From an optimization exercise on the open Yosys and OpenROAD flow, aimed at small area; shortcuts taken in it are not production practice.
Only simulation tests tie the RTL to the original design; equivalence was not proved.
Power and IR drop assume default switching activity.

## orange
==> module RGBtoHSV, before the edit <==
module RGBtoHSV(
    output [31:0] H,
    output [31:0] S,
    output [31:0] V,
    output [31:0] S1,
    output [31:0] S2,
    output [31:0] Corner,
    output [31:0] Delta,
    output [31:0] Max,
    output [2:0]  State,
    input  [31:0] R,
    input  [31:0] G,
    input  [31:0] B,
    input         Clk,
    input         reset
);
    wire [2:0] st;
    Controler ctr(.State(st), .reset(reset), .Clk(Clk));
    assign State = st;
    wire s1 = (st == 3'd1);
    wire s2 = (st == 3'd2);
    wire s3 = (st == 3'd3);
    wire s4 = (st == 3'd4);
    wire s5 = (st == 3'd5);
    wire s6 = (st == 3'd6);
    reg [31:0] rR, rG, rB;
    always @(posedge Clk) begin
        if (s1) begin
            rR <= R;
            rG <= G;
            rB <= B;
        end
    end
    wire geRG, geRB, geGB;
    Compare_fp cRG(.ge(geRG), .a(rR), .b(rG));
    Compare_fp cRB(.ge(geRB), .a(rR), .b(rB));
    Compare_fp cGB(.ge(geGB), .a(rG), .b(rB));
    wire mR = geRG & geRB;
    wire mG = ~mR & geGB;
    wire mB = ~mR & ~geGB;
    wire nB = geRB & geGB;
    wire nG = ~nB & geRG;
    wire nR = ~nB & ~geRG;
    wire [31:0] busMax = ({32{mR}} & rR) | ({32{mG}} & rG) | ({32{mB}} & rB);
    wire [31:0] cornerv = ({32{mG}} & 32'h42F00000) | ({32{mB}} & 32'h43700000);
    reg  [31:0] q1, q2, q3;
    reg  [1:0] cc;
    always @(posedge Clk) begin
        if (s1)
            cc <= {mG, mB};
    end
    wire [31:0] cornerp = ({32{cc[1]}} & 32'h42F00000) | ({32{cc[0]}} & 32'h43700000);
    wire s24 = s2 | s4;
    wire aR = (s3 & mR) | (s5 & mB);
    wire aG = (s3 & mG) | (s5 & mR);
    wire aB = (s3 & mB) | (s5 & mG);
    wire [31:0] busA = ({32{aR}} & rR) | ({32{aG}} & rG) | ({32{aB}} & rB) | ({32{s24}} & q1);
    wire bR = (s3 & nR) | (s5 & mG);
    wire bG = (s3 & nG) | (s5 & mB);
    wire bB = (s3 & nB) | (s5 & mR);
    wire [31:0] busB = ({32{bR}} & rR) | ({32{bG}} & rG) | ({32{bB}} & rB)
                     | ({32{s2}} & cornerp) | ({32{s4}} & 32'h43B40000);
    wire [31:0] aso;
    addSub as0(.o(aso), .a(busA), .b(busB), .s(~s24));
    wire [31:0] P;
    wire [31:0] mco;
    mulc mc(.o(mco), .a(s3 ? q2 : aso), .h(s3));
    assign P = mco;
    reg  [24:0] rem;
    reg  [10:0] exr;
    reg  [10:0] pst, nst;
    wire first = s2 | s4 | s6;
    wire [31:0] dvf = (s2 | s3) ? 32'h40233333 : ((s4 | s5) ? busMax : q3);
    wire [31:0] ddf = s4 ? q3 : {exr[8:0], rem[22:0]};
    wire [23:0] fc;
    assign fc[0] = 1'b1;
    genvar i;
    generate for (i = 0; i < 23; i = i + 1) begin : gfc
        assign fc[i+1] = (ddf[i] & ~dvf[i]) | ((ddf[i] | ~dvf[i]) & fc[i]);
    end endgenerate
    wire ge = fc[23];
    wire [23:0] nm = {1'b1, ddf[22:0]};
    wire [26:0] in2r = first ? (ge ? {3'b000, nm} : {2'b00, nm, 1'b0})
                             : {rem[24], rem, 1'b0};
    wire [24:0] rnew;
    wire [11:0] qp, qn;
    div dv(.r(rnew), .qp(qp), .qn(qn), .in2r(in2r), .D({1'b1, dvf[22:0]}));
    wire isFF = (dvf[30:0] == 31'b0);
    wire isZ  = (ddf == 32'b0);
    wire [7:0] ex0, ex;
    wire exc0, exc1;
    rca #(8) uex0(.s(ex0), .co(exc0), .a(ddf[30:23]), .b(~dvf[30:23]), .ci(ge));
    rca #(8) uex1(.s(ex), .co(exc1), .a(ex0), .b(8'h7F), .ci(1'b0));
    wire [31:0] pre = s1 ? busMax : P;
    always @(posedge Clk) begin
        if (s1 | s5) begin
            rem <= {2'b01, pre[22:0]};
            exr <= {2'b00, pre[31:23]};
        end else begin
            rem <= rnew;
            exr <= {isFF, isZ, ddf[31] ^ dvf[31], ex};
        end
        pst <= qp[10:0];
        nst <= qn[10:0];
    end
    wire [23:0] dp = {1'b1, pst, qp};
    wire [23:0] dn = {1'b0, nst, qn};
    wire [24:0] bw;
    assign bw[0] = rnew[24];
    generate for (i = 0; i < 24; i = i + 1) begin : gcv
        assign bw[i+1] = dn[i] | (~dp[i] & bw[i]);
    end endgenerate
    wire [23:0] qv = (dp | dn) ^ bw[23:0];
    wire [31:0] divres = exr[10] ? 32'hFFFFFFFF : (exr[9] ? 32'b0 : {exr[8:0], qv[22:0]});
    wire [31:0] hsel = (q1 == 32'hFFFFFFFF) ? 32'b0 : (q1[31] ? aso : q1);
    wire h1 = ~(s1 | s2 | s4);
    wire h2 = ~(s3 | s5);
    wire [31:0] q1n = ({32{s1}} & divres) | ({32{s2}} & aso) | ({32{s4}} & hsel) | ({32{h1}} & q1);
    wire [31:0] q2n = ({32{~h2}} & divres) | ({32{h2}} & q2);
    wire [31:0] q3n = ({32{s3}} & aso) | ({32{~s3}} & q3);
    always @(posedge Clk) begin
        q1 <= q1n;
        q2 <= q2n;
        q3 <= q3n;
    end
    assign Max    = busMax;
    assign S1     = busA;
    assign S2     = busB;
    assign Corner = cornerv;
    assign Delta  = q3;
    assign V      = q2;
    assign S      = mco;
    assign H      = q1;
endmodule
==> flow/config.mk <==
export PLATFORM = sky130hd
export DESIGN_NAME = RGBtoHSV
export DESIGN_NICKNAME = RGBtoHSV
export VERILOG_FILES = /design/flow/design.v
export SDC_FILE = /design/flow/constraint.sdc
export NUM_CORES = 8
export LEC_CHECK = 0
export ABC_AREA = 1
export CAP_MARGIN = 10
export CORE_MARGIN = 2
export CORE_UTILIZATION = 45
export PLACE_DENSITY = 0.6
export SLEW_MARGIN = 10
==> flow/constraint.sdc <==
create_clock -name core_clock -period 100.0 [get_ports {Clk}]
set_input_delay 20.0000 -clock core_clock [delete_from_list [all_inputs] [get_ports {Clk}]]
set_output_delay 20.0000 -clock core_clock [all_outputs]
set_load 0.01 [all_outputs]
standard.sh (not shown) runs the stock make flow with config.mk's settings and CLKGATE_MAP_FILE= SYNTH_SCRIPT=/design/flow/synth_recipe.tcl, a recipe that flattens the netlist after the stock synthesis.
==> flow/flow/run.sh <==
#!/bin/bash
# Standard synthesis, then the combinational logic between the standard
# synthesis's registers, full adders and tie cells is mapped again by ABC for
# area (registers keep their names and cells), then the standard layout
# with sky130_fd_sc_hd__buf_1 as the port buffer and a clock tree
# without dummy loads.
set -euo pipefail
R=orfs/results/${FLOW_PLATFORM}/RGBtoHSV/base
LIB=${FLOW_HOME}/platforms/${FLOW_PLATFORM}/lib/sky130_fd_sc_hd__tt_025C_1v80.lib
bash standard.sh synth > synth.log 2>&1
cp $R/1_2_yosys.v $R/1_2_yosys.std.v
DU=$(sed -n '/^export DONT_USE_CELLS/,/^$/p' ${FLOW_HOME}/platforms/${FLOW_PLATFORM}/config.mk | grep -o 'sky130_fd_sc_hd__[a-z0-9_]*' | sed 's/^/-dont_use /' | tr '\n' ' ')
sed -e "s#@LIB@#${LIB}#g" -e "s#@IN@#$R/1_2_yosys.std.v#g" -e "s#@OUT@#$R/1_2_yosys.v#g" -e "s#@DU@#${DU}#g" \
    flow/resyn.ys.in > resyn.ys
yosys -s resyn.ys > resyn.log 2>&1
bash standard.sh "BUFFER_PORTS_ARGS=-buffer_cell sky130_fd_sc_hd__buf_1" \
    "CTS_ARGS=-sink_clustering_enable -repair_clock_nets -dont_use_dummy_load -buf_list sky130_fd_sc_hd__clkbuf_4 -sink_clustering_size 10" finish > standard.log 2>&1
==> flow/flow/resyn.ys.in <==
read_liberty -ignore_miss_func @LIB@
read_verilog @IN@
hierarchy -top RGBtoHSV
blackbox sky130_fd_sc_hd__fa_1 sky130_fd_sc_hd__edfxtp_1 sky130_fd_sc_hd__dfxtp_1 sky130_fd_sc_hd__dfrtp_1 sky130_fd_sc_hd__conb_1
flatten
opt_clean
abc -liberty @LIB@ @DU@ -script +strash;dch;amap,-m,-F,2,-A,8,-C,1000;topo
opt_clean -purge
stat -liberty @LIB@
write_verilog -noattr -noexpr -nohex -nodec @OUT@
The following lists how blue was set up differently from orange:
diff --git a/flow/design.v b/flow/design.v
--- a/flow/design.v
+++ b/flow/design.v
@@ -230,9 +230,9 @@
     reg  [10:0] exr;
     reg  [10:0] pst, nst;
     wire first = s2 | s4 | s6;
     wire [31:0] dvf = (s2 | s3) ? 32'h40233333 : ((s4 | s5) ? busMax : q3);
-    wire [31:0] ddf = s4 ? q3 : {exr[8:0], rem[22:0]};
+    wire [31:0] ddf = {exr[8:0], rem[22:0]};
     wire [23:0] fc;
     assign fc[0] = 1'b1;
     genvar i;
     generate for (i = 0; i < 23; i = i + 1) begin : gfc
@@ -250,11 +250,11 @@
     wire [7:0] ex0, ex;
     wire exc0, exc1;
     rca #(8) uex0(.s(ex0), .co(exc0), .a(ddf[30:23]), .b(~dvf[30:23]), .ci(ge));
     rca #(8) uex1(.s(ex), .co(exc1), .a(ex0), .b(8'h7F), .ci(1'b0));
-    wire [31:0] pre = s1 ? busMax : P;
-    always @(posedge Clk) begin
-        if (s1 | s5) begin
+    wire [31:0] pre = s1 ? busMax : (s3 ? aso : P);
+    always @(posedge Clk) begin
+        if (s1 | s3 | s5) begin
             rem <= {2'b01, pre[22:0]};
             exr <= {2'b00, pre[31:23]};
         end else begin
             rem <= rnew;
==> run summary <==
- orange → blue: power rose by 1.9%, setup slack of the critical path after layout rose by 3.45 ns, post-layout instance area fell by about 1.9%, critical path required time fell by 20.71 ns.
- Per the comparison of blue with orange, initial core utilization barely changed; area inside the core boundary shrank by 1400 um^2.
- blue: cell-internal power 0.0014 mW above orange
- Across both runs, die height was lower for blue than for orange.
- Measured against each other, blue and orange differ in global-route wire length before repair, the higher figure coming from orange.
- Against orange as the reference, blue delivers a lower minimum clock period.
- Delta(maximum VDD drop, blue - orange) < 0
- Run comparison: blue startpoint-to-endpoint class of the critical path flop to primary output; orange startpoint-to-endpoint class of the critical path flop to flop
- Share of power burned in the clock network (blue over orange): increase, 1.0 points
- Looking at worst path arrival time across blue and orange, the one that comes out lower is blue.

-- re-timing with driven ports --
The flow's constraints put no driver on any port. The routed layouts listed below were extracted and timed again, unchanged, in two steps. Step 1 sets driving cells, clkbuf_16 on the clock port and buf_2 on the other inputs (assumed; they add their load-dependent delay and slew). Step 2 moves the port delays by t, midway between the first and last clock arrival at a register: inputs arrive t later, outputs are due t later. That takes back most of the time a late clock gives input paths. Slacks: ideal ports / drivers / drivers and shift; pairs: ideal ports / drivers.
run | t, ns | setup slack, ns | worst setup path at the end | clock arrival spread, ns
orange | 0.838 | 27.096 / 27.096 / 27.096 | register to register | 0.120 / 0.119
blue | 0.853 | 30.546 / 30.491 / 31.344 | register to output | 0.081 / 0.081
After both steps setup and hold are still met in every run listed.
